From an optimization exercise on the open Yosys and OpenROAD flow, aimed at small area; shortcuts taken in it are not production practice. Only simulation tests tie the RTL to the original design; equivalence was not proved. Power is estimated from default activity; no workload was simulated.

==> flow/design.v, too long to show whole: its modules and the start of the top module <==
// module fa: 4 lines
// module ha: 4 lines
// module gxor: 3 lines
// module gxnor: 3 lines
// module gor: 3 lines
// module gnand: 3 lines
// module go22a: 3 lines
// module go22ai: 3 lines
// module go21ai: 3 lines
// module pe_tree: 1939 lines
// module mul_unit: 550 lines
// module add_rc: 20 lines
// module sub_rc: 23 lines
// module inc_rc: 14 lines
// module dec_rc: 15 lines
// module npu_core: 317 lines
module npu_core (
    input  wire                  start,
    input  wire [31:0]    kernel_baseaddr,
    input  wire [31:0]    feature_baseaddr,
    input  wire [31:0]    output_baseaddr,
    input  wire [31:0]    feature_width,
    input  wire [31:0]    feature_height,
    input  wire [31:0]    feature_chin,
    input  wire [31:0]    feature_chout,
    input  wire [31:0]    output_width,
    input  wire [31:0]    output_height,
    input  wire [7:0]            kernel_size,
    input  wire [7:0]            stride,
    input  wire                  has_bias,
    input  wire                  has_relu,
    input  wire                  conv_mode,
    output wire                  busy,
    output wire [14:0] fram_raddr,
    input  wire [31:0]      fram_rdata,
    output wire [14:0] fram_waddr,
    output wire [31:0]      fram_wdata,
    output wire                    fram_we,
    output wire [9:0]     kram_raddr,
    output wire                            kram_slot,
    input  wire [8*32-1:0]  kram_rdata,
    output wire                  compute_done,
    output wire                  exception,
    input  wire                  clk,
    input  wire                  rst_n
);
  // ...
==> flow/flow/run.sh <==
#!/bin/bash
# The standard layout (standard.sh: the standard flow's own ORFS run, standard synthesis
# included), with three changes made through ORFS's own variables:
# * the port buffers are the smallest buffer cell (every port still gets one);
# * the floorplan step drops synthesis buffers instead of upsizing cells on
#   unplaced timing;
# * after global routing the resizer gives back drive strength that timing
#   does not need.
# Each tool's output is in orfs/logs/; make's own output goes to standard.log.
export BUFFER_PORTS_ARGS="-buffer_cell sky130_fd_sc_hd__buf_1"
export REMOVE_ABC_BUFFERS=1
export RECOVER_POWER=100
bash standard.sh > standard.log 2>&1
==> flow/standard.sh <==
#!/bin/bash
# synth_recipe.tcl (not shown) runs the flow's synth.tcl, then flattens the netlist and writes it again
# the make line also repeats each setting of config.mk as NAME=value (left out here)
make -C /OpenROAD-flow-scripts/flow DESIGN_CONFIG=/design/flow/config.mk WORK_HOME=/design/flow/orfs CLKGATE_MAP_FILE= SYNTH_SCRIPT=/design/flow/synth_recipe.tcl "${@:-finish}"
==> flow/config.mk <==
export PLATFORM = sky130hd
export DESIGN_NAME = npu_core
export DESIGN_NICKNAME = npu_core
export VERILOG_FILES = /design/flow/design.v
export SDC_FILE = /design/flow/constraint.sdc
export NUM_CORES = 8
export LEC_CHECK = 0
export CAP_MARGIN = 20
export CORE_MARGIN = 2
export CORE_UTILIZATION = 40
export CTS_CLUSTER_DIAMETER = 80
export CTS_CLUSTER_SIZE = 35
export PLACE_DENSITY = 0.6
export SLEW_MARGIN = 20
export SYNTH_HIERARCHICAL = 1
==> flow/constraint.sdc <==
create_clock -name core_clock -period 13.0 [get_ports {clk}]
set_input_delay 2.6000 -clock core_clock [delete_from_list [all_inputs] [get_ports {clk}]]
set_output_delay 2.6000 -clock core_clock [all_outputs]
set_load 0.01 [all_outputs]
==> flow_metrics.py, run 1 <==
metrics = {
    "final_layout": {
        "stdcell_area_mm2": 0.119,
        "reg.largest.list": "acc: 256 flops, wbuf: 192 flops, dout: 32 flops",
        "clock_area_share_pct": 2.27,
        "regArea_mm2": 0.0175,
        "area_delta_synth_final_pct": 9.95,
        "multi_input_area_share_pct": 74.3,
    },
    "clock_tree": {
        "cts.sinks": 761,
        "cts_made_buffers": 70,
    },
    "synthesis": {
        "ys_warn_count": 10,
        "syn_area_per_cell_um2": 10.7,
    },
    "setup_path": {
        "worst_ep_arrival_time_ns": 12.60,
        "required_ns": 13.59,
        "cp-startpoint": "fram_rdata[0]",
    },
    "pwr": {
        "ir_worst_vdd_uv": 499,
        "p_sw_uw": 19400,
        "power_uw": 36800,
        "power_density_mw_per_mm2": 308,
    },
    "timing": {
        "setup_viol": 0,
        "rsz0062_at_grt": "false",
        "hold_viol": 0,
        "max_freq_mhz": 83.3,
        "slew_headroom_pct": -444,
        "slew_viol_final": 762,
    },
    "run_status": {
        "check.faults": "max-capacitance violations, max-slew violations",
        "outcome": "failed layout checks",
    },
    "global_route": {
        "grt_pass1_vias": 103000,
    },
    "placement": {
        "dp_hpwl_um": 329000,
    },
    "job": {
        "maxCapViolations": 18,
    },
}
==> run 2: changes to the inputs <==
--- a/flow/design.v
+++ b/flow/design.v
@@ -19,6 +19,9 @@
 module gnand (input a, input b, output y);
   assign y = ~(a & b);
 endmodule
+module ga22o (input a1, input a2, input b1, input b2, output y);
+  assign y = (a1 & a2) | (b1 & b2);
+endmodule
 module go22a (input a1, input a2, input b1, input b2, output y);
   assign y = (a1 | a2) & (b1 | b2);
 endmodule
@@ -29,7 +32,7 @@
   assign y = ~((a1 | a2) & b1);
 endmodule
 module pe_tree (input [31:0] x1n, input [31:0] x3n, input [31:0] w, input [31:0] acc,
-                input [2:0] pc, output [31:0] y, output [2:0] pco);
+                input [1:0] pc, output [31:0] y, output [1:0] pco);
   wire [15:0] s1n, s2n, s3n;
   genvar j;
   generate for (j = 0; j < 16; j = j + 1) begin : dig
@@ -597,14 +600,14 @@
   wire c558;
   wire s559;
   wire c560;
-  wire t561;
-  wire s562;
-  wire t563;
-  wire s564;
-  wire t565;
-  wire s566;
-  wire t567;
-  wire s568;
+  wire s561;
+  wire c562;
+  wire s563;
+  wire c564;
+  wire s565;
+  wire c566;
+  wire s567;
+  wire c568;
   wire s569;
   wire c570;
   wire s571;
@@ -701,14 +704,14 @@
   wire c662;
   wire s663;
   wire c664;
-  wire t665;
-  wire s666;
-  wire t667;
-  wire s668;
-  wire t669;
-  wire s670;
-  wire t671;
-  wire s672;
+  wire s665;
+  wire c666;
+  wire s667;
+  wire c668;
+  wire s669;
+  wire c670;
+  wire s671;
+  wire c672;
   wire s673;
   wire c674;
   wire s675;
@@ -827,12 +830,12 @@
   wire c788;
   wire s789;
   wire c790;
-  wire t791;
-  wire s792;
-  wire t793;
-  wire s794;
-  wire t795;
-  wire s796;
+  wire s791;
+  wire c792;
+  wire s793;
+  wire c794;
+  wire s795;
+  wire c796;
   wire s797;
   wire c798;
   wire s799;
@@ -929,10 +932,10 @@
   wire c890;
   wire s891;
   wire c892;
-  wire t893;
-  wire s894;
-  wire t895;
-  wire s896;
+  wire s893;
+  wire c894;
+  wire s895;
+  wire c896;
   wire s897;
   wire c898;
   wire s899;
@@ -987,8 +990,8 @@
   wire c948;
   wire s949;
   wire c950;
-  wire t951;
-  wire s952;
+  wire s951;
+  wire c952;
   wire s953;
   wire c954;
   wire s955;
@@ -1015,40 +1018,40 @@
   wire c976;
   wire s977;
   wire c978;
-  wire s979;
-  wire c980;
-  wire s981;
-  wire c982;
-  wire s983;
-  wire c984;
-  wire s985;
-  wire c986;
-  wire s987;
-  wire c988;
-  wire s989;
-  wire c990;
-  wire s991;
-  wire c992;
-  wire s993;
-  wire c994;
-  wire s995;
-  wire c996;
-  wire s997;
-  wire c998;
-  wire s999;
-  wire c1000;
-  wire s1001;
-  wire c1002;
-  wire s1003;
-  wire c1004;
-  wire s1005;
-  wire c1006;
-  wire s1007;
-  wire c1008;
+  wire t979;
+  wire s980;
+  wire t981;
+  wire s982;
+  wire t983;
+  wire s984;
+  wire t985;
+  wire s986;
+  wire t987;
+  wire s988;
+  wire t989;
+  wire s990;
+  wire t991;
+  wire s992;
+  wire t993;
+  wire s994;
+  wire t995;
+  wire s996;
+  wire t997;
+  wire s998;
+  wire t999;
+  wire s1000;
+  wire t1001;
+  wire s1002;
+  wire t1003;
+  wire s1004;
+  wire t1005;
+  wire s1006;
+  wire t1007;
+  wire s1008;
   wire s1009;
   wire c1010;
-  wire t1011;
-  wire s1012;
+  wire s1011;
+  wire c1012;
   wire s1013;
   wire c1014;
   wire s1015;
@@ -1107,12 +1110,8 @@
   wire c1068;
   wire s1069;
   wire c1070;
-  wire s1071;
-  wire c1072;
-  wire s1073;
-  wire c1074;
-  wire t1075;
-  wire s1076;
+  wire t1071;
+  wire s1072;
   go22ai u1 (.a1(s3n[0]), .a2(x3n[0]), .b1(s1n[0]), .b2(x1n[0]), .y(p1));
   go22a u3a (.a1(s1n[0]), .a2(x1n[1]), .b1(s2n[0]), .b2(x1n[0]), .y(q3));
   go21ai u3b (.a1(s3n[0]), .a2(x3n[1]), .b1(q3), .y(p2));
@@ -1641,331 +1640,328 @@
   go22ai u526 (.a1(s3n[15]), .a2(x3n[0]), .b1(s1n[15]), .b2(x1n[0]), .y(p526));
   go22a u528a (.a1(s1n[15]), .a2(x1n[1]), .b1(s2n[15]), .b2(x1n[0]), .y(q528));
   go21ai u528b (.a1(s3n[15]), .a2(x3n[1]), .b1(q528), .y(p527));
-  fa u530 (.a(p48), .b(p107), .c(p162), .s(s529), .co(c530));
-  fa u532 (.a(p50), .b(p109), .c(p164), .s(s531), .co(c532));
-  fa u534 (.a(p52), .b(p111), .c(p166), .s(s533), .co(c534));
-  ha u536 (.a(p217), .b(p264), .s(s535), .co(c536));
-  fa u538 (.a(p54), .b(p113), .c(p168), .s(s537), .co(c538));
-  fa u540 (.a(p219), .b(p266), .c(p309), .s(s539), .co(c540));
-  fa u542 (.a(p56), .b(p115), .c(p170), .s(s541), .co(c542));
-  fa u544 (.a(p221), .b(p268), .c(p311), .s(s543), .co(c544));
-  ha u546 (.a(p350), .b(p385), .s(s545), .co(c546));
-  fa u548 (.a(p58), .b(p117), .c(p172), .s(s547), .co(c548));
-  fa u550 (.a(p223), .b(p270), .c(p313), .s(s549), .co(c550));
-  fa u552 (.a(p352), .b(p387), .c(p418), .s(s551), .co(c552));
-  fa u554 (.a(p60), .b(p119), .c(p174), .s(s553), .co(c554));
-  fa u556 (.a(p225), .b(p272), .c(p315), .s(s555), .co(c556));
-  fa u558 (.a(p354), .b(p389), .c(p420), .s(s557), .co(c558));
-  ha u560 (.a(p447), .b(p470), .s(s559), .co(c560));
-  gxor u562a (.a(p62), .b(p121), .y(t561));
-  gxor u562b (.a(t561), .b(p176), .y(s562));
-  gxor u564a (.a(p227), .b(p274), .y(t563));
-  gxor u564b (.a(t563), .b(p317), .y(s564));
-  gxor u566a (.a(p356), .b(p391), .y(t565));
-  gxor u566b (.a(t565), .b(p422), .y(s566));
-  gxor u568a (.a(p449), .b(p472), .y(t567));
-  gxor u568b (.a(t567), .b(p491), .y(s568));
-  fa u570 (.a(p32), .b(p91), .c(p146), .s(s569), .co(c570));
-  fa u572 (.a(p34), .b(p93), .c(p148), .s(s571), .co(c572));
-  fa u574 (.a(p36), .b(p95), .c(p150), .s(s573), .co(c574));
-  ha u576 (.a(p201), .b(p248), .s(s575), .co(c576));
-  fa u578 (.a(p38), .b(p97), .c(p152), .s(s577), .co(c578));
-  fa u580 (.a(p203), .b(p250), .c(p293), .s(s579), .co(c580));
-  fa u582 (.a(p40), .b(p99), .c(p154), .s(s581), .co(c582));
-  fa u584 (.a(p205), .b(p252), .c(p295), .s(s583), .co(c584));
-  ha u586 (.a(p334), .b(p369), .s(s585), .co(c586));
-  fa u588 (.a(p42), .b(p101), .c(p156), .s(s587), .co(c588));
-  fa u590 (.a(p207), .b(p254), .c(p297), .s(s589), .co(c590));
-  fa u592 (.a(p336), .b(p371), .c(p402), .s(s591), .co(c592));
-  fa u594 (.a(p44), .b(p103), .c(p158), .s(s593), .co(c594));
-  fa u596 (.a(p209), .b(p256), .c(p299), .s(s595), .co(c596));
-  fa u598 (.a(p338), .b(p373), .c(p404), .s(s597), .co(c598));
-  ha u600 (.a(p431), .b(p454), .s(s599), .co(c600));
-  fa u602 (.a(p46), .b(p105), .c(p160), .s(s601), .co(c602));
-  fa u604 (.a(p211), .b(p258), .c(p301), .s(s603), .co(c604));
-  fa u606 (.a(p340), .b(p375), .c(p406), .s(s605), .co(c606));
-  fa u608 (.a(p433), .b(p456), .c(p475), .s(s607), .co(c608));
-  fa u610 (.a(p213), .b(p260), .c(p303), .s(s609), .co(c610));
-  fa u612 (.a(p342), .b(p377), .c(p408), .s(s611), .co(c612));
-  fa u614 (.a(p435), .b(p458), .c(p477), .s(s613), .co(c614));
-  fa u616 (.a(p493), .b(acc[24]), .c(pc[2]), .s(s615), .co(c616));
-  fa u618 (.a(p215), .b(p262), .c(p305), .s(s617), .co(c618));
-  fa u620 (.a(p344), .b(p379), .c(p410), .s(s619), .co(c620));
-  fa u622 (.a(p437), .b(p460), .c(p479), .s(s621), .co(c622));
-  fa u624 (.a(p494), .b(acc[25]), .c(s531), .s(s623), .co(c624));
-  fa u626 (.a(p307), .b(p346), .c(p381), .s(s625), .co(c626));
-  fa u628 (.a(p412), .b(p439), .c(p462), .s(s627), .co(c628));
-  fa u630 (.a(p481), .b(p496), .c(p508), .s(s629), .co(c630));
-  fa u632 (.a(acc[26]), .b(s533), .c(s535), .s(s631), .co(c632));
-  fa u634 (.a(p348), .b(p383), .c(p414), .s(s633), .co(c634));
-  fa u636 (.a(p441), .b(p464), .c(p483), .s(s635), .co(c636));
-  fa u638 (.a(p498), .b(p509), .c(acc[27]), .s(s637), .co(c638));
-  fa u640 (.a(s537), .b(s539), .c(c534), .s(s639), .co(c640));
-  fa u642 (.a(p416), .b(p443), .c(p466), .s(s641), .co(c642));
-  fa u644 (.a(p485), .b(p500), .c(p511), .s(s643), .co(c644));
-  fa u646 (.a(p519), .b(acc[28]), .c(s541), .s(s645), .co(c646));
-  fa u648 (.a(s543), .b(s545), .c(c538), .s(s647), .co(c648));
-  fa u650 (.a(p445), .b(p468), .c(p487), .s(s649), .co(c650));
-  fa u652 (.a(p502), .b(p513), .c(p520), .s(s651), .co(c652));
-  fa u654 (.a(acc[29]), .b(s547), .c(s549), .s(s653), .co(c654));
-  fa u656 (.a(s551), .b(c542), .c(c544), .s(s655), .co(c656));
-  fa u658 (.a(p489), .b(p504), .c(p515), .s(s657), .co(c658));
-  fa u660 (.a(p522), .b(p526), .c(acc[30]), .s(s659), .co(c660));
-  fa u662 (.a(s553), .b(s555), .c(s557), .s(s661), .co(c662));
-  fa u664 (.a(s559), .b(c548), .c(c550), .s(s663), .co(c664));
-  gxor u666a (.a(p506), .b(p517), .y(t665));
-  gxor u666b (.a(t665), .b(p524), .y(s666));
-  gxor u668a (.a(p527), .b(acc[31]), .y(t667));
-  gxor u668b (.a(t667), .b(s562), .y(s668));
-  gxor u670a (.a(s564), .b(s566), .y(t669));
-  gxor u670b (.a(t669), .b(s568), .y(s670));
-  gxor u672a (.a(c554), .b(c556), .y(t671));
-  gxor u672b (.a(t671), .b(c558), .y(s672));
-  ha u674 (.a(p16), .b(p75), .s(s673), .co(c674));
-  ha u676 (.a(p18), .b(p77), .s(s675), .co(c676));
-  fa u678 (.a(p20), .b(p79), .c(p134), .s(s677), .co(c678));
-  fa u680 (.a(p22), .b(p81), .c(p136), .s(s679), .co(c680));
-  fa u682 (.a(p24), .b(p83), .c(p138), .s(s681), .co(c682));
-  ha u684 (.a(p189), .b(p236), .s(s683), .co(c684));
-  fa u686 (.a(p26), .b(p85), .c(p140), .s(s685), .co(c686));
-  fa u688 (.a(p191), .b(p238), .c(p281), .s(s687), .co(c688));
-  fa u690 (.a(p28), .b(p87), .c(p142), .s(s689), .co(c690));
-  fa u692 (.a(p193), .b(p240), .c(p283), .s(s691), .co(c692));
-  ha u694 (.a(p322), .b(p358), .s(s693), .co(c694));
-  fa u696 (.a(p30), .b(p89), .c(p144), .s(s695), .co(c696));
-  fa u698 (.a(p195), .b(p242), .c(p285), .s(s697), .co(c698));
-  fa u700 (.a(p324), .b(p359), .c(acc[15]), .s(s699), .co(c700));
-  fa u702 (.a(p197), .b(p244), .c(p287), .s(s701), .co(c702));
-  fa u704 (.a(p326), .b(p361), .c(p393), .s(s703), .co(c704));
-  fa u706 (.a(acc[16]), .b(pc[1]), .c(s569), .s(s705), .co(c706));
-  fa u708 (.a(p199), .b(p246), .c(p289), .s(s707), .co(c708));
-  fa u710 (.a(p328), .b(p363), .c(p394), .s(s709), .co(c710));
-  fa u712 (.a(acc[17]), .b(s571), .c(c570), .s(s711), .co(c712));
-  fa u714 (.a(p291), .b(p330), .c(p365), .s(s713), .co(c714));
-  fa u716 (.a(p396), .b(p424), .c(acc[18]), .s(s715), .co(c716));
-  fa u718 (.a(s573), .b(s575), .c(c572), .s(s717), .co(c718));
-  fa u720 (.a(p332), .b(p367), .c(p398), .s(s719), .co(c720));
-  fa u722 (.a(p425), .b(acc[19]), .c(s577), .s(s721), .co(c722));
-  fa u724 (.a(s579), .b(c574), .c(c576), .s(s723), .co(c724));
-  fa u726 (.a(p400), .b(p427), .c(p451), .s(s725), .co(c726));
-  fa u728 (.a(acc[20]), .b(s581), .c(s583), .s(s727), .co(c728));
-  fa u730 (.a(s585), .b(c578), .c(c580), .s(s729), .co(c730));
-  fa u732 (.a(p429), .b(p452), .c(acc[21]), .s(s731), .co(c732));
-  fa u734 (.a(s587), .b(s589), .c(s591), .s(s733), .co(c734));
-  fa u736 (.a(c582), .b(c584), .c(c586), .s(s735), .co(c736));
-  fa u738 (.a(p474), .b(acc[22]), .c(s593), .s(s737), .co(c738));
-  fa u740 (.a(s595), .b(s597), .c(s599), .s(s739), .co(c740));
-  fa u742 (.a(c588), .b(c590), .c(c592), .s(s741), .co(c742));
-  fa u744 (.a(acc[23]), .b(s601), .c(s603), .s(s743), .co(c744));
-  fa u746 (.a(s605), .b(s607), .c(c594), .s(s745), .co(c746));
-  fa u748 (.a(c596), .b(c598), .c(c600), .s(s747), .co(c748));
-  fa u750 (.a(s529), .b(s609), .c(s611), .s(s749), .co(c750));
-  fa u752 (.a(s613), .b(s615), .c(c602), .s(s751), .co(c752));
-  fa u754 (.a(c604), .b(c606), .c(c608), .s(s753), .co(c754));
-  fa u756 (.a(c530), .b(s617), .c(s619), .s(s755), .co(c756));
-  fa u758 (.a(s621), .b(s623), .c(c610), .s(s757), .co(c758));
-  fa u760 (.a(c612), .b(c614), .c(c616), .s(s759), .co(c760));
-  fa u762 (.a(c532), .b(s625), .c(s627), .s(s761), .co(c762));
-  fa u764 (.a(s629), .b(s631), .c(c618), .s(s763), .co(c764));
-  fa u766 (.a(c620), .b(c622), .c(c624), .s(s765), .co(c766));
-  fa u768 (.a(c536), .b(s633), .c(s635), .s(s767), .co(c768));
-  fa u770 (.a(s637), .b(s639), .c(c626), .s(s769), .co(c770));
-  fa u772 (.a(c628), .b(c630), .c(c632), .s(s771), .co(c772));
-  fa u774 (.a(c540), .b(s641), .c(s643), .s(s773), .co(c774));
-  fa u776 (.a(s645), .b(s647), .c(c634), .s(s775), .co(c776));
-  fa u778 (.a(c636), .b(c638), .c(c640), .s(s777), .co(c778));
-  fa u780 (.a(c546), .b(s649), .c(s651), .s(s779), .co(c780));
-  fa u782 (.a(s653), .b(s655), .c(c642), .s(s781), .co(c782));
-  fa u784 (.a(c644), .b(c646), .c(c648), .s(s783), .co(c784));
-  fa u786 (.a(c552), .b(s657), .c(s659), .s(s785), .co(c786));
-  fa u788 (.a(s661), .b(s663), .c(c650), .s(s787), .co(c788));
-  fa u790 (.a(c652), .b(c654), .c(c656), .s(s789), .co(c790));
-  gxor u792a (.a(c560), .b(s666), .y(t791));
-  gxor u792b (.a(t791), .b(s668), .y(s792));
-  gxor u794a (.a(s670), .b(s672), .y(t793));
-  gxor u794b (.a(t793), .b(c658), .y(s794));
-  gxor u796a (.a(c660), .b(c662), .y(t795));
-  gxor u796b (.a(t795), .b(c664), .y(s796));
-  ha u798 (.a(p12), .b(p71), .s(s797), .co(c798));
-  fa u800 (.a(p14), .b(p73), .c(p128), .s(s799), .co(c800));
-  fa u802 (.a(p130), .b(p181), .c(p229), .s(s801), .co(c802));
-  ha u804 (.a(acc[8]), .b(pc[0]), .s(s803), .co(c804));
-  fa u806 (.a(p132), .b(p183), .c(p230), .s(s805), .co(c806));
-  fa u808 (.a(acc[9]), .b(s675), .c(c674), .s(s807), .co(c808));
-  fa u810 (.a(p185), .b(p232), .c(p276), .s(s809), .co(c810));
-  fa u812 (.a(acc[10]), .b(s677), .c(c676), .s(s811), .co(c812));
-  fa u814 (.a(p187), .b(p234), .c(p277), .s(s813), .co(c814));
-  fa u816 (.a(acc[11]), .b(s679), .c(c678), .s(s815), .co(c816));
-  fa u818 (.a(p279), .b(p319), .c(acc[12]), .s(s817), .co(c818));
-  fa u820 (.a(s681), .b(s683), .c(c680), .s(s819), .co(c820));
-  fa u822 (.a(p320), .b(acc[13]), .c(s685), .s(s821), .co(c822));
-  fa u824 (.a(s687), .b(c682), .c(c684), .s(s823), .co(c824));
-  fa u826 (.a(acc[14]), .b(s689), .c(s691), .s(s825), .co(c826));
-  fa u828 (.a(s693), .b(c686), .c(c688), .s(s827), .co(c828));
-  fa u830 (.a(s695), .b(s697), .c(s699), .s(s829), .co(c830));
-  fa u832 (.a(c690), .b(c692), .c(c694), .s(s831), .co(c832));
-  fa u834 (.a(s701), .b(s703), .c(s705), .s(s833), .co(c834));
-  fa u836 (.a(c696), .b(c698), .c(c700), .s(s835), .co(c836));
-  fa u838 (.a(s707), .b(s709), .c(s711), .s(s837), .co(c838));
-  fa u840 (.a(c702), .b(c704), .c(c706), .s(s839), .co(c840));
-  fa u842 (.a(s713), .b(s715), .c(s717), .s(s841), .co(c842));
-  fa u844 (.a(c708), .b(c710), .c(c712), .s(s843), .co(c844));
-  fa u846 (.a(s719), .b(s721), .c(s723), .s(s845), .co(c846));
-  fa u848 (.a(c714), .b(c716), .c(c718), .s(s847), .co(c848));
-  fa u850 (.a(s725), .b(s727), .c(s729), .s(s849), .co(c850));
-  fa u852 (.a(c720), .b(c722), .c(c724), .s(s851), .co(c852));
-  fa u854 (.a(s731), .b(s733), .c(s735), .s(s853), .co(c854));
-  fa u856 (.a(c726), .b(c728), .c(c730), .s(s855), .co(c856));
-  fa u858 (.a(s737), .b(s739), .c(s741), .s(s857), .co(c858));
-  fa u860 (.a(c732), .b(c734), .c(c736), .s(s859), .co(c860));
-  fa u862 (.a(s743), .b(s745), .c(s747), .s(s861), .co(c862));
-  fa u864 (.a(c738), .b(c740), .c(c742), .s(s863), .co(c864));
-  fa u866 (.a(s749), .b(s751), .c(s753), .s(s865), .co(c866));
-  fa u868 (.a(c744), .b(c746), .c(c748), .s(s867), .co(c868));
-  fa u870 (.a(s755), .b(s757), .c(s759), .s(s869), .co(c870));
-  fa u872 (.a(c750), .b(c752), .c(c754), .s(s871), .co(c872));
-  fa u874 (.a(s761), .b(s763), .c(s765), .s(s873), .co(c874));
-  fa u876 (.a(c756), .b(c758), .c(c760), .s(s875), .co(c876));
-  fa u878 (.a(s767), .b(s769), .c(s771), .s(s877), .co(c878));
-  fa u880 (.a(c762), .b(c764), .c(c766), .s(s879), .co(c880));
-  fa u882 (.a(s773), .b(s775), .c(s777), .s(s881), .co(c882));
-  fa u884 (.a(c768), .b(c770), .c(c772), .s(s883), .co(c884));
-  fa u886 (.a(s779), .b(s781), .c(s783), .s(s885), .co(c886));
-  fa u888 (.a(c774), .b(c776), .c(c778), .s(s887), .co(c888));
-  fa u890 (.a(s785), .b(s787), .c(s789), .s(s889), .co(c890));
-  fa u892 (.a(c780), .b(c782), .c(c784), .s(s891), .co(c892));
-  gxor u894a (.a(s792), .b(s794), .y(t893));
-  gxor u894b (.a(t893), .b(s796), .y(s894));
-  gxor u896a (.a(c786), .b(c788), .y(t895));
-  gxor u896b (.a(t895), .b(c790), .y(s896));
-  ha u898 (.a(p8), .b(p67), .s(s897), .co(c898));
-  fa u900 (.a(p10), .b(p69), .c(p124), .s(s899), .co(c900));
-  fa u902 (.a(p126), .b(p178), .c(acc[6]), .s(s901), .co(c902));
-  fa u904 (.a(p179), .b(acc[7]), .c(s799), .s(s903), .co(c904));
-  fa u906 (.a(s673), .b(s801), .c(s803), .s(s905), .co(c906));
-  fa u908 (.a(s805), .b(s807), .c(c802), .s(s907), .co(c908));
-  fa u910 (.a(s809), .b(s811), .c(c806), .s(s909), .co(c910));
-  fa u912 (.a(s813), .b(s815), .c(c810), .s(s911), .co(c912));
-  fa u914 (.a(s817), .b(s819), .c(c814), .s(s913), .co(c914));
-  fa u916 (.a(s821), .b(s823), .c(c818), .s(s915), .co(c916));
-  fa u918 (.a(s825), .b(s827), .c(c822), .s(s917), .co(c918));
-  fa u920 (.a(s829), .b(s831), .c(c826), .s(s919), .co(c920));
-  fa u922 (.a(s833), .b(s835), .c(c830), .s(s921), .co(c922));
-  fa u924 (.a(s837), .b(s839), .c(c834), .s(s923), .co(c924));
-  fa u926 (.a(s841), .b(s843), .c(c838), .s(s925), .co(c926));
-  fa u928 (.a(s845), .b(s847), .c(c842), .s(s927), .co(c928));
-  fa u930 (.a(s849), .b(s851), .c(c846), .s(s929), .co(c930));
-  fa u932 (.a(s853), .b(s855), .c(c850), .s(s931), .co(c932));
-  fa u934 (.a(s857), .b(s859), .c(c854), .s(s933), .co(c934));
-  fa u936 (.a(s861), .b(s863), .c(c858), .s(s935), .co(c936));
-  fa u938 (.a(s865), .b(s867), .c(c862), .s(s937), .co(c938));
-  fa u940 (.a(s869), .b(s871), .c(c866), .s(s939), .co(c940));
-  fa u942 (.a(s873), .b(s875), .c(c870), .s(s941), .co(c942));
-  fa u944 (.a(s877), .b(s879), .c(c874), .s(s943), .co(c944));
-  fa u946 (.a(s881), .b(s883), .c(c878), .s(s945), .co(c946));
-  fa u948 (.a(s885), .b(s887), .c(c882), .s(s947), .co(c948));
-  fa u950 (.a(s889), .b(s891), .c(c886), .s(s949), .co(c950));
-  gxor u952a (.a(s894), .b(s896), .y(t951));
-  gxor u952b (.a(t951), .b(c890), .y(s952));
-  ha u954 (.a(p4), .b(p64), .s(s953), .co(c954));
-  fa u956 (.a(p6), .b(p65), .c(acc[3]), .s(s955), .co(c956));
-  fa u958 (.a(p123), .b(acc[4]), .c(s897), .s(s957), .co(c958));
-  fa u960 (.a(acc[5]), .b(s899), .c(c898), .s(s959), .co(c960));
-  fa u962 (.a(s797), .b(s901), .c(c900), .s(s961), .co(c962));
-  fa u964 (.a(c798), .b(s903), .c(c902), .s(s963), .co(c964));
-  fa u966 (.a(c800), .b(s905), .c(c904), .s(s965), .co(c966));
-  fa u968 (.a(c804), .b(s907), .c(c906), .s(s967), .co(c968));
-  fa u970 (.a(c808), .b(s909), .c(c908), .s(s969), .co(c970));
-  fa u972 (.a(c812), .b(s911), .c(c910), .s(s971), .co(c972));
-  fa u974 (.a(c816), .b(s913), .c(c912), .s(s973), .co(c974));
-  fa u976 (.a(c820), .b(s915), .c(c914), .s(s975), .co(c976));
-  fa u978 (.a(c824), .b(s917), .c(c916), .s(s977), .co(c978));
-  fa u980 (.a(c828), .b(s919), .c(c918), .s(s979), .co(c980));
-  fa u982 (.a(c832), .b(s921), .c(c920), .s(s981), .co(c982));
-  fa u984 (.a(c836), .b(s923), .c(c922), .s(s983), .co(c984));
-  fa u986 (.a(c840), .b(s925), .c(c924), .s(s985), .co(c986));
-  fa u988 (.a(c844), .b(s927), .c(c926), .s(s987), .co(c988));
-  fa u990 (.a(c848), .b(s929), .c(c928), .s(s989), .co(c990));
-  fa u992 (.a(c852), .b(s931), .c(c930), .s(s991), .co(c992));
-  fa u994 (.a(c856), .b(s933), .c(c932), .s(s993), .co(c994));
-  fa u996 (.a(c860), .b(s935), .c(c934), .s(s995), .co(c996));
-  fa u998 (.a(c864), .b(s937), .c(c936), .s(s997), .co(c998));
-  fa u1000 (.a(c868), .b(s939), .c(c938), .s(s999), .co(c1000));
-  fa u1002 (.a(c872), .b(s941), .c(c940), .s(s1001), .co(c1002));
-  fa u1004 (.a(c876), .b(s943), .c(c942), .s(s1003), .co(c1004));
-  fa u1006 (.a(c880), .b(s945), .c(c944), .s(s1005), .co(c1006));
-  fa u1008 (.a(c884), .b(s947), .c(c946), .s(s1007), .co(c1008));
-  fa u1010 (.a(c888), .b(s949), .c(c948), .s(s1009), .co(c1010));
-  gxor u1012a (.a(c892), .b(s952), .y(t1011));
-  gxor u1012b (.a(t1011), .b(c950), .y(s1012));
-  ha u1014 (.a(p1), .b(acc[0]), .s(s1013), .co(c1014));
-  fa u1016 (.a(p2), .b(acc[1]), .c(c1014), .s(s1015), .co(c1016));
-  fa u1018 (.a(acc[2]), .b(s953), .c(c1016), .s(s1017), .co(c1018));
-  fa u1020 (.a(s955), .b(c954), .c(c1018), .s(s1019), .co(c1020));
-  fa u1022 (.a(s957), .b(c956), .c(c1020), .s(s1021), .co(c1022));
-  fa u1024 (.a(s959), .b(c958), .c(c1022), .s(s1023), .co(c1024));
-  fa u1026 (.a(s961), .b(c960), .c(c1024), .s(s1025), .co(c1026));
-  fa u1028 (.a(s963), .b(c962), .c(c1026), .s(s1027), .co(c1028));
-  ha u1030 (.a(s965), .b(c964), .s(s1029), .co(c1030));
-  fa u1032 (.a(s967), .b(c966), .c(c1030), .s(s1031), .co(c1032));
-  fa u1034 (.a(s969), .b(c968), .c(c1032), .s(s1033), .co(c1034));
-  fa u1036 (.a(s971), .b(c970), .c(c1034), .s(s1035), .co(c1036));
-  fa u1038 (.a(s973), .b(c972), .c(c1036), .s(s1037), .co(c1038));
-  fa u1040 (.a(s975), .b(c974), .c(c1038), .s(s1039), .co(c1040));
-  fa u1042 (.a(s977), .b(c976), .c(c1040), .s(s1041), .co(c1042));
-  fa u1044 (.a(s979), .b(c978), .c(c1042), .s(s1043), .co(c1044));
-  ha u1046 (.a(s981), .b(c980), .s(s1045), .co(c1046));
-  fa u1048 (.a(s983), .b(c982), .c(c1046), .s(s1047), .co(c1048));
-  fa u1050 (.a(s985), .b(c984), .c(c1048), .s(s1049), .co(c1050));
-  fa u1052 (.a(s987), .b(c986), .c(c1050), .s(s1051), .co(c1052));
-  fa u1054 (.a(s989), .b(c988), .c(c1052), .s(s1053), .co(c1054));
-  fa u1056 (.a(s991), .b(c990), .c(c1054), .s(s1055), .co(c1056));
-  fa u1058 (.a(s993), .b(c992), .c(c1056), .s(s1057), .co(c1058));
-  fa u1060 (.a(s995), .b(c994), .c(c1058), .s(s1059), .co(c1060));
-  ha u1062 (.a(s997), .b(c996), .s(s1061), .co(c1062));
-  fa u1064 (.a(s999), .b(c998), .c(c1062), .s(s1063), .co(c1064));
-  fa u1066 (.a(s1001), .b(c1000), .c(c1064), .s(s1065), .co(c1066));
-  fa u1068 (.a(s1003), .b(c1002), .c(c1066), .s(s1067), .co(c1068));
-  fa u1070 (.a(s1005), .b(c1004), .c(c1068), .s(s1069), .co(c1070));
-  fa u1072 (.a(s1007), .b(c1006), .c(c1070), .s(s1071), .co(c1072));
-  fa u1074 (.a(s1009), .b(c1008), .c(c1072), .s(s1073), .co(c1074));
-  gxor u1076a (.a(s1012), .b(c1010), .y(t1075));
-  gxor u1076b (.a(t1075), .b(c1074), .y(s1076));
-  assign y[0] = s1013;
-  assign y[1] = s1015;
-  assign y[2] = s1017;
-  assign y[3] = s1019;
-  assign y[4] = s1021;
-  assign y[5] = s1023;
-  assign y[6] = s1025;
-  assign y[7] = s1027;
-  assign y[8] = s1029;
-  assign y[9] = s1031;
-  assign y[10] = s1033;
-  assign y[11] = s1035;
-  assign y[12] = s1037;
-  assign y[13] = s1039;
-  assign y[14] = s1041;
-  assign y[15] = s1043;
-  assign y[16] = s1045;
-  assign y[17] = s1047;
-  assign y[18] = s1049;
-  assign y[19] = s1051;
-  assign y[20] = s1053;
-  assign y[21] = s1055;
-  assign y[22] = s1057;
-  assign y[23] = s1059;
-  assign y[24] = s1061;
-  assign y[25] = s1063;
-  assign y[26] = s1065;
-  assign y[27] = s1067;
-  assign y[28] = s1069;
-  assign y[29] = s1071;
-  assign y[30] = s1073;
-  assign y[31] = s1076;
-  assign pco[0] = c1028;
-  assign pco[1] = c1044;
-  assign pco[2] = c1060;
+  fa u530 (.a(acc[2]), .b(p4), .c(p64), .s(s529), .co(c530));
+  fa u532 (.a(acc[3]), .b(p6), .c(p65), .s(s531), .co(c532));
+  fa u534 (.a(acc[4]), .b(p8), .c(p67), .s(s533), .co(c534));
+  fa u536 (.a(p123), .b(c532), .c(s533), .s(s535), .co(c536));
+  fa u538 (.a(acc[5]), .b(p10), .c(p69), .s(s537), .co(c538));
+  fa u540 (.a(p124), .b(c534), .c(s537), .s(s539), .co(c540));
+  fa u542 (.a(acc[6]), .b(p12), .c(p71), .s(s541), .co(c542));
+  fa u544 (.a(p126), .b(p178), .c(c538), .s(s543), .co(c544));
+  fa u546 (.a(s541), .b(s543), .c(c540), .s(s545), .co(c546));
+  fa u548 (.a(acc[7]), .b(p14), .c(p73), .s(s547), .co(c548));
+  fa u550 (.a(p128), .b(p179), .c(c542), .s(s549), .co(c550));
+  fa u552 (.a(s547), .b(c544), .c(s549), .s(s551), .co(c552));
+  fa u554 (.a(acc[8]), .b(p16), .c(p75), .s(s553), .co(c554));
+  fa u556 (.a(p130), .b(p181), .c(p229), .s(s555), .co(c556));
+  fa u558 (.a(c548), .b(s553), .c(s555), .s(s557), .co(c558));
+  fa u560 (.a(c550), .b(s557), .c(c552), .s(s559), .co(c560));
+  fa u562 (.a(acc[9]), .b(p18), .c(p77), .s(s561), .co(c562));
+  fa u564 (.a(p132), .b(p183), .c(p230), .s(s563), .co(c564));
+  fa u566 (.a(c554), .b(c556), .c(s561), .s(s565), .co(c566));
+  fa u568 (.a(s563), .b(c558), .c(s565), .s(s567), .co(c568));
+  fa u570 (.a(acc[10]), .b(p20), .c(p79), .s(s569), .co(c570));
+  fa u572 (.a(p134), .b(p185), .c(p232), .s(s571), .co(c572));
+  fa u574 (.a(p276), .b(c562), .c(c564), .s(s573), .co(c574));
+  fa u576 (.a(s569), .b(s571), .c(s573), .s(s575), .co(c576));
+  fa u578 (.a(c566), .b(c568), .c(s575), .s(s577), .co(c578));
+  fa u580 (.a(acc[11]), .b(p22), .c(p81), .s(s579), .co(c580));
+  fa u582 (.a(p136), .b(p187), .c(p234), .s(s581), .co(c582));
+  fa u584 (.a(p277), .b(c570), .c(c572), .s(s583), .co(c584));
+  fa u586 (.a(s579), .b(s581), .c(c574), .s(s585), .co(c586));
+  fa u588 (.a(s583), .b(c576), .c(s585), .s(s587), .co(c588));
+  fa u590 (.a(acc[12]), .b(p24), .c(p83), .s(s589), .co(c590));
+  fa u592 (.a(p138), .b(p189), .c(p236), .s(s591), .co(c592));
+  fa u594 (.a(p279), .b(p319), .c(c580), .s(s593), .co(c594));
+  fa u596 (.a(c582), .b(s589), .c(s591), .s(s595), .co(c596));
+  fa u598 (.a(c584), .b(s593), .c(s595), .s(s597), .co(c598));
+  fa u600 (.a(c586), .b(s597), .c(c588), .s(s599), .co(c600));
+  fa u602 (.a(acc[13]), .b(p26), .c(p85), .s(s601), .co(c602));
+  fa u604 (.a(p140), .b(p191), .c(p238), .s(s603), .co(c604));
+  fa u606 (.a(p281), .b(p320), .c(c590), .s(s605), .co(c606));
+  fa u608 (.a(c592), .b(s601), .c(s603), .s(s607), .co(c608));
+  fa u610 (.a(c594), .b(s605), .c(c596), .s(s609), .co(c610));
+  fa u612 (.a(s607), .b(c598), .c(s609), .s(s611), .co(c612));
+  fa u614 (.a(acc[14]), .b(pc[0]), .c(p28), .s(s613), .co(c614));
+  fa u616 (.a(p87), .b(p142), .c(p193), .s(s615), .co(c616));
+  fa u618 (.a(p240), .b(p283), .c(p322), .s(s617), .co(c618));
+  fa u620 (.a(p358), .b(c602), .c(c604), .s(s619), .co(c620));
+  fa u622 (.a(s613), .b(s615), .c(s617), .s(s621), .co(c622));
+  fa u624 (.a(c606), .b(s619), .c(c608), .s(s623), .co(c624));
+  fa u626 (.a(s621), .b(c610), .c(s623), .s(s625), .co(c626));
+  fa u628 (.a(acc[15]), .b(p30), .c(p89), .s(s627), .co(c628));
+  fa u630 (.a(p144), .b(p195), .c(p242), .s(s629), .co(c630));
+  fa u632 (.a(p285), .b(p324), .c(p359), .s(s631), .co(c632));
+  fa u634 (.a(c614), .b(c616), .c(c618), .s(s633), .co(c634));
+  fa u636 (.a(s627), .b(s629), .c(s631), .s(s635), .co(c636));
+  fa u638 (.a(c620), .b(s633), .c(c622), .s(s637), .co(c638));
+  fa u640 (.a(s635), .b(c624), .c(s637), .s(s639), .co(c640));
+  fa u642 (.a(acc[16]), .b(p32), .c(p91), .s(s641), .co(c642));
+  fa u644 (.a(p146), .b(p197), .c(p244), .s(s643), .co(c644));
+  fa u646 (.a(p287), .b(p326), .c(p361), .s(s645), .co(c646));
+  fa u648 (.a(p393), .b(c628), .c(c630), .s(s647), .co(c648));
+  fa u650 (.a(c632), .b(s641), .c(s643), .s(s649), .co(c650));
+  fa u652 (.a(s645), .b(c634), .c(s647), .s(s651), .co(c652));
+  fa u654 (.a(c636), .b(s649), .c(c638), .s(s653), .co(c654));
+  fa u656 (.a(s651), .b(c640), .c(s653), .s(s655), .co(c656));
+  fa u658 (.a(acc[17]), .b(p34), .c(p93), .s(s657), .co(c658));
+  fa u660 (.a(p148), .b(p199), .c(p246), .s(s659), .co(c660));
+  fa u662 (.a(p289), .b(p328), .c(p363), .s(s661), .co(c662));
+  fa u664 (.a(p394), .b(c642), .c(c644), .s(s663), .co(c664));
+  fa u666 (.a(c646), .b(s657), .c(s659), .s(s665), .co(c666));
+  fa u668 (.a(s661), .b(c648), .c(s663), .s(s667), .co(c668));
+  fa u670 (.a(c650), .b(s665), .c(c652), .s(s669), .co(c670));
+  fa u672 (.a(s667), .b(c654), .c(s669), .s(s671), .co(c672));
+  fa u674 (.a(acc[18]), .b(p36), .c(p95), .s(s673), .co(c674));
+  fa u676 (.a(p150), .b(p201), .c(p248), .s(s675), .co(c676));
+  fa u678 (.a(p291), .b(p330), .c(p365), .s(s677), .co(c678));
+  fa u680 (.a(p396), .b(p424), .c(c658), .s(s679), .co(c680));
+  fa u682 (.a(c660), .b(c662), .c(s673), .s(s681), .co(c682));
+  fa u684 (.a(s675), .b(s677), .c(c664), .s(s683), .co(c684));
+  fa u686 (.a(s679), .b(c666), .c(s681), .s(s685), .co(c686));
+  fa u688 (.a(c668), .b(s683), .c(s685), .s(s687), .co(c688));
+  fa u690 (.a(c670), .b(s687), .c(c672), .s(s689), .co(c690));
+  fa u692 (.a(acc[19]), .b(p38), .c(p97), .s(s691), .co(c692));
+  fa u694 (.a(p152), .b(p203), .c(p250), .s(s693), .co(c694));
+  fa u696 (.a(p293), .b(p332), .c(p367), .s(s695), .co(c696));
+  fa u698 (.a(p398), .b(p425), .c(c674), .s(s697), .co(c698));
+  fa u700 (.a(c676), .b(c678), .c(s691), .s(s699), .co(c700));
+  fa u702 (.a(s693), .b(s695), .c(c680), .s(s701), .co(c702));
+  fa u704 (.a(s697), .b(c682), .c(s699), .s(s703), .co(c704));
+  fa u706 (.a(c684), .b(s701), .c(c686), .s(s705), .co(c706));
+  fa u708 (.a(s703), .b(c688), .c(s705), .s(s707), .co(c708));
+  fa u710 (.a(acc[20]), .b(p40), .c(p99), .s(s709), .co(c710));
+  fa u712 (.a(p154), .b(p205), .c(p252), .s(s711), .co(c712));
+  fa u714 (.a(p295), .b(p334), .c(p369), .s(s713), .co(c714));
+  fa u716 (.a(p400), .b(p427), .c(p451), .s(s715), .co(c716));
+  fa u718 (.a(c692), .b(c694), .c(c696), .s(s717), .co(c718));
+  fa u720 (.a(s709), .b(s711), .c(s713), .s(s719), .co(c720));
+  fa u722 (.a(s715), .b(c698), .c(s717), .s(s721), .co(c722));
+  fa u724 (.a(c700), .b(s719), .c(c702), .s(s723), .co(c724));
+  fa u726 (.a(c704), .b(s721), .c(s723), .s(s725), .co(c726));
+  fa u728 (.a(c706), .b(s725), .c(c708), .s(s727), .co(c728));
+  fa u730 (.a(acc[21]), .b(p42), .c(p101), .s(s729), .co(c730));
+  fa u732 (.a(p156), .b(p207), .c(p254), .s(s731), .co(c732));
+  fa u734 (.a(p297), .b(p336), .c(p371), .s(s733), .co(c734));
+  fa u736 (.a(p402), .b(p429), .c(p452), .s(s735), .co(c736));
+  fa u738 (.a(c710), .b(c712), .c(c714), .s(s737), .co(c738));
+  fa u740 (.a(c716), .b(s729), .c(s731), .s(s739), .co(c740));
+  fa u742 (.a(s733), .b(s735), .c(c718), .s(s741), .co(c742));
+  fa u744 (.a(s737), .b(c720), .c(s739), .s(s743), .co(c744));
+  fa u746 (.a(c722), .b(s741), .c(s743), .s(s745), .co(c746));
+  fa u748 (.a(c724), .b(s745), .c(c726), .s(s747), .co(c748));
+  fa u750 (.a(acc[22]), .b(p44), .c(p103), .s(s749), .co(c750));
+  fa u752 (.a(p158), .b(p209), .c(p256), .s(s751), .co(c752));
+  fa u754 (.a(p299), .b(p338), .c(p373), .s(s753), .co(c754));
+  fa u756 (.a(p404), .b(p431), .c(p454), .s(s755), .co(c756));
+  fa u758 (.a(p474), .b(c730), .c(c732), .s(s757), .co(c758));
+  fa u760 (.a(c734), .b(c736), .c(s749), .s(s759), .co(c760));
+  fa u762 (.a(s751), .b(s753), .c(s755), .s(s761), .co(c762));
+  fa u764 (.a(c738), .b(s757), .c(c740), .s(s763), .co(c764));
+  fa u766 (.a(s759), .b(s761), .c(c742), .s(s765), .co(c766));
+  fa u768 (.a(c744), .b(s763), .c(s765), .s(s767), .co(c768));
+  fa u770 (.a(c746), .b(s767), .c(c748), .s(s769), .co(c770));
+  fa u772 (.a(acc[23]), .b(p46), .c(p105), .s(s771), .co(c772));
+  fa u774 (.a(p160), .b(p211), .c(p258), .s(s773), .co(c774));
+  fa u776 (.a(p301), .b(p340), .c(p375), .s(s775), .co(c776));
+  fa u778 (.a(p406), .b(p433), .c(p456), .s(s777), .co(c778));
+  fa u780 (.a(p475), .b(c750), .c(c752), .s(s779), .co(c780));
+  fa u782 (.a(c754), .b(c756), .c(s771), .s(s781), .co(c782));
+  fa u784 (.a(s773), .b(s775), .c(s777), .s(s783), .co(c784));
+  fa u786 (.a(c758), .b(s779), .c(c760), .s(s785), .co(c786));
+  fa u788 (.a(c762), .b(s781), .c(s783), .s(s787), .co(c788));
+  fa u790 (.a(c764), .b(s785), .c(s787), .s(s789), .co(c790));
+  fa u792 (.a(c766), .b(s789), .c(c768), .s(s791), .co(c792));
+  fa u794 (.a(acc[24]), .b(pc[1]), .c(p48), .s(s793), .co(c794));
+  fa u796 (.a(p107), .b(p162), .c(p213), .s(s795), .co(c796));
+  fa u798 (.a(p260), .b(p303), .c(p342), .s(s797), .co(c798));
+  fa u800 (.a(p377), .b(p408), .c(p435), .s(s799), .co(c800));
+  fa u802 (.a(p458), .b(p477), .c(p493), .s(s801), .co(c802));
+  fa u804 (.a(c772), .b(c774), .c(c776), .s(s803), .co(c804));
+  fa u806 (.a(c778), .b(s793), .c(s795), .s(s805), .co(c806));
+  fa u808 (.a(s797), .b(s799), .c(s801), .s(s807), .co(c808));
+  fa u810 (.a(c780), .b(s803), .c(c782), .s(s809), .co(c810));
+  fa u812 (.a(c784), .b(s805), .c(s807), .s(s811), .co(c812));
+  fa u814 (.a(c786), .b(c788), .c(s809), .s(s813), .co(c814));
+  fa u816 (.a(s811), .b(c790), .c(s813), .s(s815), .co(c816));
+  fa u818 (.a(acc[25]), .b(p50), .c(p109), .s(s817), .co(c818));
+  fa u820 (.a(p164), .b(p215), .c(p262), .s(s819), .co(c820));
+  fa u822 (.a(p305), .b(p344), .c(p379), .s(s821), .co(c822));
+  fa u824 (.a(p410), .b(p437), .c(p460), .s(s823), .co(c824));
+  fa u826 (.a(p479), .b(p494), .c(c794), .s(s825), .co(c826));
+  fa u828 (.a(c796), .b(c798), .c(c800), .s(s827), .co(c828));
+  fa u830 (.a(c802), .b(s817), .c(s819), .s(s829), .co(c830));
+  fa u832 (.a(s821), .b(s823), .c(c804), .s(s831), .co(c832));
+  fa u834 (.a(s825), .b(s827), .c(c806), .s(s833), .co(c834));
+  fa u836 (.a(c808), .b(s829), .c(c810), .s(s835), .co(c836));
+  fa u838 (.a(s831), .b(c812), .c(s833), .s(s837), .co(c838));
+  fa u840 (.a(c814), .b(s835), .c(s837), .s(s839), .co(c840));
+  fa u842 (.a(acc[26]), .b(p52), .c(p111), .s(s841), .co(c842));
+  fa u844 (.a(p166), .b(p217), .c(p264), .s(s843), .co(c844));
+  fa u846 (.a(p307), .b(p346), .c(p381), .s(s845), .co(c846));
+  fa u848 (.a(p412), .b(p439), .c(p462), .s(s847), .co(c848));
+  fa u850 (.a(p481), .b(p496), .c(p508), .s(s849), .co(c850));
+  fa u852 (.a(c818), .b(c820), .c(c822), .s(s851), .co(c852));
+  fa u854 (.a(c824), .b(s841), .c(s843), .s(s853), .co(c854));
+  fa u856 (.a(s845), .b(s847), .c(s849), .s(s855), .co(c856));
+  fa u858 (.a(c826), .b(c828), .c(s851), .s(s857), .co(c858));
+  fa u860 (.a(c830), .b(s853), .c(s855), .s(s859), .co(c860));
+  fa u862 (.a(c832), .b(c834), .c(s857), .s(s861), .co(c862));
+  fa u864 (.a(s859), .b(c836), .c(c838), .s(s863), .co(c864));
+  fa u866 (.a(s861), .b(c840), .c(s863), .s(s865), .co(c866));
+  fa u868 (.a(acc[27]), .b(p54), .c(p113), .s(s867), .co(c868));
+  fa u870 (.a(p168), .b(p219), .c(p266), .s(s869), .co(c870));
+  fa u872 (.a(p309), .b(p348), .c(p383), .s(s871), .co(c872));
+  fa u874 (.a(p414), .b(p441), .c(p464), .s(s873), .co(c874));
+  fa u876 (.a(p483), .b(p498), .c(p509), .s(s875), .co(c876));
+  fa u878 (.a(c842), .b(c844), .c(c846), .s(s877), .co(c878));
+  fa u880 (.a(c848), .b(c850), .c(s867), .s(s879), .co(c880));
+  fa u882 (.a(s869), .b(s871), .c(s873), .s(s881), .co(c882));
+  fa u884 (.a(s875), .b(c852), .c(s877), .s(s883), .co(c884));
+  fa u886 (.a(c854), .b(c856), .c(s879), .s(s885), .co(c886));
+  fa u888 (.a(s881), .b(c858), .c(c860), .s(s887), .co(c888));
+  fa u890 (.a(s883), .b(s885), .c(c862), .s(s889), .co(c890));
+  fa u892 (.a(s887), .b(c864), .c(s889), .s(s891), .co(c892));
+  fa u894 (.a(acc[28]), .b(p56), .c(p115), .s(s893), .co(c894));
+  fa u896 (.a(p170), .b(p221), .c(p268), .s(s895), .co(c896));
+  fa u898 (.a(p311), .b(p350), .c(p385), .s(s897), .co(c898));
+  fa u900 (.a(p416), .b(p443), .c(p466), .s(s899), .co(c900));
+  fa u902 (.a(p485), .b(p500), .c(p511), .s(s901), .co(c902));
+  fa u904 (.a(p519), .b(c868), .c(c870), .s(s903), .co(c904));
+  fa u906 (.a(c872), .b(c874), .c(c876), .s(s905), .co(c906));
+  fa u908 (.a(s893), .b(s895), .c(s897), .s(s907), .co(c908));
+  fa u910 (.a(s899), .b(s901), .c(c878), .s(s909), .co(c910));
+  fa u912 (.a(s903), .b(s905), .c(c880), .s(s911), .co(c912));
+  fa u914 (.a(c882), .b(s907), .c(c884), .s(s913), .co(c914));
+  fa u916 (.a(s909), .b(c886), .c(s911), .s(s915), .co(c916));
+  fa u918 (.a(c888), .b(s913), .c(s915), .s(s917), .co(c918));
+  fa u920 (.a(c890), .b(s917), .c(c892), .s(s919), .co(c920));
+  fa u922 (.a(acc[29]), .b(p58), .c(p117), .s(s921), .co(c922));
+  fa u924 (.a(p172), .b(p223), .c(p270), .s(s923), .co(c924));
+  fa u926 (.a(p313), .b(p352), .c(p387), .s(s925), .co(c926));
+  fa u928 (.a(p418), .b(p445), .c(p468), .s(s927), .co(c928));
+  fa u930 (.a(p487), .b(p502), .c(p513), .s(s929), .co(c930));
+  fa u932 (.a(p520), .b(c894), .c(c896), .s(s931), .co(c932));
+  fa u934 (.a(c898), .b(c900), .c(c902), .s(s933), .co(c934));
+  fa u936 (.a(s921), .b(s923), .c(s925), .s(s935), .co(c936));
+  fa u938 (.a(s927), .b(s929), .c(c904), .s(s937), .co(c938));
+  fa u940 (.a(c906), .b(s931), .c(s933), .s(s939), .co(c940));
+  fa u942 (.a(c908), .b(s935), .c(c910), .s(s941), .co(c942));
+  fa u944 (.a(c912), .b(s937), .c(s939), .s(s943), .co(c944));
+  fa u946 (.a(c914), .b(s941), .c(c916), .s(s945), .co(c946));
+  fa u948 (.a(s943), .b(c918), .c(s945), .s(s947), .co(c948));
+  fa u950 (.a(acc[30]), .b(p60), .c(p119), .s(s949), .co(c950));
+  fa u952 (.a(p174), .b(p225), .c(p272), .s(s951), .co(c952));
+  fa u954 (.a(p315), .b(p354), .c(p389), .s(s953), .co(c954));
+  fa u956 (.a(p420), .b(p447), .c(p470), .s(s955), .co(c956));
+  fa u958 (.a(p489), .b(p504), .c(p515), .s(s957), .co(c958));
+  fa u960 (.a(p522), .b(p526), .c(c922), .s(s959), .co(c960));
+  fa u962 (.a(c924), .b(c926), .c(c928), .s(s961), .co(c962));
+  fa u964 (.a(c930), .b(s949), .c(s951), .s(s963), .co(c964));
+  fa u966 (.a(s953), .b(s955), .c(s957), .s(s965), .co(c966));
+  fa u968 (.a(c932), .b(c934), .c(s959), .s(s967), .co(c968));
+  fa u970 (.a(s961), .b(c936), .c(s963), .s(s969), .co(c970));
+  fa u972 (.a(s965), .b(c938), .c(c940), .s(s971), .co(c972));
+  fa u974 (.a(s967), .b(s969), .c(c942), .s(s973), .co(c974));
+  fa u976 (.a(c944), .b(s971), .c(s973), .s(s975), .co(c976));
+  fa u978 (.a(c946), .b(s975), .c(c948), .s(s977), .co(c978));
+  gxor u980a (.a(acc[31]), .b(p62), .y(t979));
+  gxor u980b (.a(t979), .b(p121), .y(s980));
+  gxor u982a (.a(p176), .b(p227), .y(t981));
+  gxor u982b (.a(t981), .b(p274), .y(s982));
+  gxor u984a (.a(p317), .b(p356), .y(t983));
+  gxor u984b (.a(t983), .b(p391), .y(s984));
+  gxor u986a (.a(p422), .b(p449), .y(t985));
+  gxor u986b (.a(t985), .b(p472), .y(s986));
+  gxor u988a (.a(p491), .b(p506), .y(t987));
+  gxor u988b (.a(t987), .b(p517), .y(s988));
+  gxor u990a (.a(p524), .b(p527), .y(t989));
+  gxor u990b (.a(t989), .b(c950), .y(s990));
+  gxor u992a (.a(c952), .b(c954), .y(t991));
+  gxor u992b (.a(t991), .b(c956), .y(s992));
+  gxor u994a (.a(c958), .b(s980), .y(t993));
+  gxor u994b (.a(t993), .b(s982), .y(s994));
+  gxor u996a (.a(s984), .b(s986), .y(t995));
+  gxor u996b (.a(t995), .b(s988), .y(s996));
+  gxor u998a (.a(c960), .b(c962), .y(t997));
+  gxor u998b (.a(t997), .b(c964), .y(s998));
+  gxor u1000a (.a(c966), .b(s990), .y(t999));
+  gxor u1000b (.a(t999), .b(s992), .y(s1000));
+  gxor u1002a (.a(s994), .b(s996), .y(t1001));
+  gxor u1002b (.a(t1001), .b(c968), .y(s1002));
+  gxor u1004a (.a(c970), .b(s998), .y(t1003));
+  gxor u1004b (.a(t1003), .b(s1000), .y(s1004));
+  gxor u1006a (.a(c972), .b(s1002), .y(t1005));
+  gxor u1006b (.a(t1005), .b(c974), .y(s1006));
+  gxor u1008a (.a(s1004), .b(c976), .y(t1007));
+  gxor u1008b (.a(t1007), .b(s1006), .y(s1008));
+  ha u1010 (.a(acc[0]), .b(p1), .s(s1009), .co(c1010));
+  fa u1012 (.a(acc[1]), .b(p2), .c(c1010), .s(s1011), .co(c1012));
+  ha u1014 (.a(s529), .b(c1012), .s(s1013), .co(c1014));
+  fa u1016 (.a(c530), .b(s531), .c(c1014), .s(s1015), .co(c1016));
+  ha u1018 (.a(s535), .b(c1016), .s(s1017), .co(c1018));
+  fa u1020 (.a(c536), .b(s539), .c(c1018), .s(s1019), .co(c1020));
+  ha u1022 (.a(s545), .b(c1020), .s(s1021), .co(c1022));
+  fa u1024 (.a(c546), .b(s551), .c(c1022), .s(s1023), .co(c1024));
+  ha u1026 (.a(s559), .b(c1024), .s(s1025), .co(c1026));
+  fa u1028 (.a(s567), .b(c560), .c(c1026), .s(s1027), .co(c1028));
+  ha u1030 (.a(s577), .b(c1028), .s(s1029), .co(c1030));
+  fa u1032 (.a(c578), .b(s587), .c(c1030), .s(s1031), .co(c1032));
+  ha u1034 (.a(s599), .b(c1032), .s(s1033), .co(c1034));
+  fa u1036 (.a(s611), .b(c600), .c(c1034), .s(s1035), .co(c1036));
+  ha u1038 (.a(c612), .b(s625), .s(s1037), .co(c1038));
+  fa u1040 (.a(c626), .b(s639), .c(c1038), .s(s1039), .co(c1040));
+  ha u1042 (.a(s655), .b(c1040), .s(s1041), .co(c1042));
+  fa u1044 (.a(c656), .b(s671), .c(c1042), .s(s1043), .co(c1044));
+  ha u1046 (.a(s689), .b(c1044), .s(s1045), .co(c1046));
+  fa u1048 (.a(s707), .b(c690), .c(c1046), .s(s1047), .co(c1048));
+  ha u1050 (.a(s727), .b(c1048), .s(s1049), .co(c1050));
+  fa u1052 (.a(s747), .b(c728), .c(c1050), .s(s1051), .co(c1052));
+  ha u1054 (.a(s769), .b(c1052), .s(s1053), .co(c1054));
+  fa u1056 (.a(s791), .b(c770), .c(c1054), .s(s1055), .co(c1056));
+  ha u1058 (.a(s815), .b(c792), .s(s1057), .co(c1058));
+  fa u1060 (.a(c816), .b(s839), .c(c1058), .s(s1059), .co(c1060));
+  ha u1062 (.a(s865), .b(c1060), .s(s1061), .co(c1062));
+  fa u1064 (.a(c866), .b(s891), .c(c1062), .s(s1063), .co(c1064));
+  ha u1066 (.a(s919), .b(c1064), .s(s1065), .co(c1066));
+  fa u1068 (.a(s947), .b(c920), .c(c1066), .s(s1067), .co(c1068));
+  ha u1070 (.a(s977), .b(c1068), .s(s1069), .co(c1070));
+  gxor u1072a (.a(c978), .b(s1008), .y(t1071));
+  gxor u1072b (.a(t1071), .b(c1070), .y(s1072));
+  assign y[0] = s1009;
+  assign y[1] = s1011;
+  assign y[2] = s1013;
+  assign y[3] = s1015;
+  assign y[4] = s1017;
+  assign y[5] = s1019;
+  assign y[6] = s1021;
+  assign y[7] = s1023;
+  assign y[8] = s1025;
+  assign y[9] = s1027;
+  assign y[10] = s1029;
+  assign y[11] = s1031;
+  assign y[12] = s1033;
+  assign y[13] = s1035;
+  assign y[14] = s1037;
+  assign y[15] = s1039;
+  assign y[16] = s1041;
+  assign y[17] = s1043;
+  assign y[18] = s1045;
+  assign y[19] = s1047;
+  assign y[20] = s1049;
+  assign y[21] = s1051;
+  assign y[22] = s1053;
+  assign y[23] = s1055;
+  assign y[24] = s1057;
+  assign y[25] = s1059;
+  assign y[26] = s1061;
+  assign y[27] = s1063;
+  assign y[28] = s1065;
+  assign y[29] = s1067;
+  assign y[30] = s1069;
+  assign y[31] = s1072;
+  assign pco[0] = c1036;
+  assign pco[1] = c1056;
 endmodule
 module mul_unit (input [10:0] a, input [10:0] b, input [14:0] r, output [14:0] y);
   wire [14:0] rn = ~r;
@@ -2820,18 +2816,18 @@
 wire [31:0] x1n = ~x1;
 wire [31:0] x3n = ~x3;
 reg [31:0] acc [0:8-1];    
-reg [2:0]  pc  [0:8-1];    
+reg [1:0]  pc  [0:8-1];    
 genvar gi;
 generate
     for (gi = 0; gi < 8; gi = gi + 1) begin : pe_array
         wire [31:0] y;
-        wire [2:0]  pco;
+        wire [1:0]  pco;
         pe_tree u_tree (
             .x1n (x1n),
             .x3n (x3n),
             .w   (kram_rdata[gi*32 +: 32]),
             .acc (acc[gi] & {32{~first}}),
-            .pc  (pc[gi] & {3{~first}}),
+            .pc  (pc[gi] & {2{~first}}),
             .y   (y),
             .pco (pco)
         );
@@ -2890,16 +2886,19 @@
     else
         dout <= wbuf[0];
 end
-integer bi;
-always @(posedge clk) begin
-    for (bi = 0; bi < 5; bi = bi + 1) begin
-        if (cnt == 4'd4)
-            wbuf[bi] <= acc[bi + 2];
-        else
-            wbuf[bi] <= wbuf[bi + 1];
+wire wb_ld  = (cnt == 4'd4);
+wire wb_ldn = ~wb_ld;
+genvar bj, bk;
+generate
+    for (bj = 0; bj < 5; bj = bj + 1) begin : wbs
+        for (bk = 0; bk < 32; bk = bk + 1) begin : b
+            wire d;
+            ga22o u_mux (.a1(wb_ld), .a2(acc[bj + 2][bk]), .b1(wb_ldn), .b2(wbuf[bj + 1][bk]), .y(d));
+            always @(posedge clk) wbuf[bj][bk] <= d;
+        end
     end
-    wbuf[5] <= acc[7];
-end
+endgenerate
+always @(posedge clk) wbuf[5] <= acc[7];
 wire relu_zero = relu_w & dout[31];
 assign fram_wdata   = dout & {32{~relu_zero}};
 assign fram_waddr   = wa;
==> flow/flow/run.sh (replaced) <==
#!/bin/bash
# The standard layout (standard.sh: the standard flow's own ORFS run, standard synthesis
# included), with two changes made through ORFS's own variables:
# * the port buffers are the smallest buffer cell (every port still gets one);
# * the floorplan step drops synthesis buffers instead of upsizing cells on
#   unplaced timing.
# Each tool's output is in orfs/logs/; make's own output goes to standard.log.
export BUFFER_PORTS_ARGS="-buffer_cell sky130_fd_sc_hd__buf_1"
export REMOVE_ABC_BUFFERS=1
bash standard.sh > standard.log 2>&1
==> flow_metrics.py, run 2 <==
metrics = {
    "run_status": {
        "outcome": "finished clean",
    },
    "synthesis": {
        "syn_area_mm2": 0.108,
        "synthCells": 10100,
        "ys_warn_count": 13,
        "syn_area_per_cell_um2": 10.7,
    },
    "job": {
        "maxCapViolations": 0,
    },
    "timing": {
        "max_freq_mhz": 95.2,
        "period_needed_ns": 10.50,
        "rsz0062_at_grt": "false",
        "post-route-period-util_pct": 80.8,
        "setup_viol": 0,
        "slew_viol_final": 0,
        "hold_viol": 0,
        "slew_headroom_pct": 16.4,
        "fin_ws_ns": 2.50,
        "worst_pin_slew_ns": 1.25,
        "fin_worst_skew_ns": 0.0838,
    },
    "drt": {
        "wirelength_um": 490000,
        "drt-initial-drc-count": 13700,
        "wl_per_cell_um": 34.5,
        "drt-pass1-iter-count": 9,
        "vias_per_cell": 6.90,
        "vias": 98000,
        "drc_errors": 0,
        "drtAntennaViolNets": 0,
    },
    "floorplan": {
        "die_width_um": 523,
        "dieArea_mm2": 0.273,
        "die-height_um": 523,
        "initial_core_util_pct": 40.2,
        "pin_count": 675,
        "std_cell_rows": 190,
        "coreArea_mm2": 0.268,
    },
    "setup_path": {
        "cp_cell_sequence": "buf_1, nand2b_1, or4b_2, a21oi_1, nor2b_1, a21oi_1, xnor2_1, nand2_4, buf_4, o21ai_1, fa_1, fa_1, fa_1, fa_1, ha_1, fa_1, ha_1, fa_1, ha_1, fa_1, ha_1, fa_1, ha_1, fa_1",
        "slowest_delay_ns": 0.64,
        "crit_top_cell": "fa_1",
        "cp-start-kind": "input pin",
        "endpoint_kind": "flip-flop",
        "worst_path_max_delay_cell": "or4b_2",
        "cp_num_buf_inv": 2,
        "critPathMaxFanout": 31,
        "worst_ep_arrival_time_ns": 11.20,
        "cp_top_family": "adder cells",
        "critPathKind": "in2reg",
        "required_ns": 13.70,
    },
    "clock_tree": {
        "cts.sinks": 753,
        "cts_buffer_depth": 3,
        "post_cts_buffers": 0,
        "clk_pin_slew_ns": 0.10,
        "clock-root-buffer": "clkbuf_16",
        "clk_latency_ns": 0.82,
        "h-tree-depth": 2,
        "cts_tree": "yes",
        "cts_made_buffers": 58,
        "cts_resized": 0,
        "cts_hold_buf": 0,
    },
    "final_layout": {
        "area_delta_synth_final_pct": 9.35,
        "regMostFlops": "acc",
        "reg.largest.list": "acc: 256 flops, wbuf: 192 flops, dout: 32 flops",
        "largest_reg_flops": 256,
        "layout.nets": 13400,
        "final_common_cell": "fa_1",
        "layout_common_cells": "fa_1 (2,069), o21ai_1 (2,055), o22a_1 (2,053), nand2_1 (650), dfxtp_1 (508)",
        "drive_above_1_share_pct": 5.25,
        "fin_util_pct": 44.0,
        "final_cells": 14200,
    },
    "global_route": {
        "grt_overflow": 0,
        "grt_pass1_vias": 102000,
        "antenna_found_initial": 81,
        "grt_max_degree": 153,
        "grt_usage_pct": 35.2,
        "grt_pass1_wl_um": 710000,
    },
    "pwr": {
        "leakage_uw": 0.0428,
        "ir_worst_vdd_uv": 448,
        "power_density_mw_per_mm2": 336,
    },
    "worst_hold_path": {
        "hold_path_class": "reg2reg",
    },
    "placement": {
        "gp_congestion": 0.950,
        "dp.cells": 14100,
        "dp_hpwl_um": 315000,
        "pre_cts_ws_ns": 1.75,
        "placement.io_buffers": 484,
    },
}
-- run 2: layout make-up --
| cell class | instances | area (µm²) |
|---|---|---|
| antenna | 37 | 92.6 |
| sequential | 753 | 17300 |
| clock buffer | 60 | 1470 |
| timing repair buffer | 824 | 5000 |
| multi-input combinational | 8842 | 88000 |
| tap | 3552 | 4440 |
| clock inverter | 50 | 1030 |
| fill | 25500 | 150000 |
| inverter | 90 | 352 |
-- run 2: routing by layer --
metal	wire, µm	share of wire [%]	up-vias	track usage (%)
met4	38100	7.8	62	23.5
li1	-	-	38800	-
met3	66400	14	2163	12.5
met1	173000	35	48700	42.7
met2	212000	43	8360	52.5
met5	524	0.11	-	0.491
-- run 2: power by group --
group | leakage, µW | total [µW] | internal [µW] | switching, µW
registers | 0.00660 | 5110 | 4310 | 798
logic | 0.0350 | 32200 | 14700 | 17500
clock network | 0.00115 | 2300 | 977 | 1320
-- run 2: path summary, 6_finish.rpt --
path / from / to / slack [ns] / cells after the start
hold reg to reg: acc[7][0] / wbuf[5][0] / 0.30 / 0
setup reg to reg: mac_d / acc[2][23] / 3.43 / 25
min in group asynchronous: rst_n / f[0] / 1.90 / 2
max in group asynchronous: rst_n / mac_d / 10.56 / 2
hold / removal: acc[7][0] / wbuf[5][0] / 0.30 / 0
setup / recovery: fram_rdata[5] / acc[2][23] / 2.50 / 24
-- run 2: stage by stage --
stage                     setup TNS, ns  area, µm²  power [µW]  hold WS (ns)
after global placement                0     115000       35600         0.332
after floorplan                -2630.82     105000       26300         0.323
final                                 0     118000       39600         0.298
after detailed placement              0     115000       36400         0.330
after CTS                             0     118000       39100         0.327
after global routing                  0     118000       43500         0.313

==> port drivers added, routing unchanged <==
How much do the figures lean on ideal ports? The routed layouts below were timed once more, with nothing changed but the port constraints. Step 1 (the two cells are an assumption about what drives the block):
set clk [get_ports {clk}]
set_driving_cell -lib_cell sky130_fd_sc_hd__clkbuf_16 $clk
set_driving_cell -lib_cell sky130_fd_sc_hd__buf_2 [delete_from_list [all_inputs] $clk]
Step 2 moves the port delays by t, midway between the first and last clock arrival at a register: inputs arrive t later, outputs are due t later. That takes back most of the time a late clock gives input paths. a / b / c = ideal / step 1 / step 2; a / b = the first two.
run | shift t [ns] | setup slack, ns | worst setup path after step 2 | slew at the worst register clock pin (ns)
run 1 | 0.841 | 0.997 / 1.075 / 0.234 | input to register | 0.12 / 0.12
run 2 | 0.875 | 2.498 / 2.549 / 1.674 | input to register | 0.12 / 0.12
For run 2, which loses most, drivers alone change the setup slack by +0.051 ns; drivers and shift together by -0.824 ns.
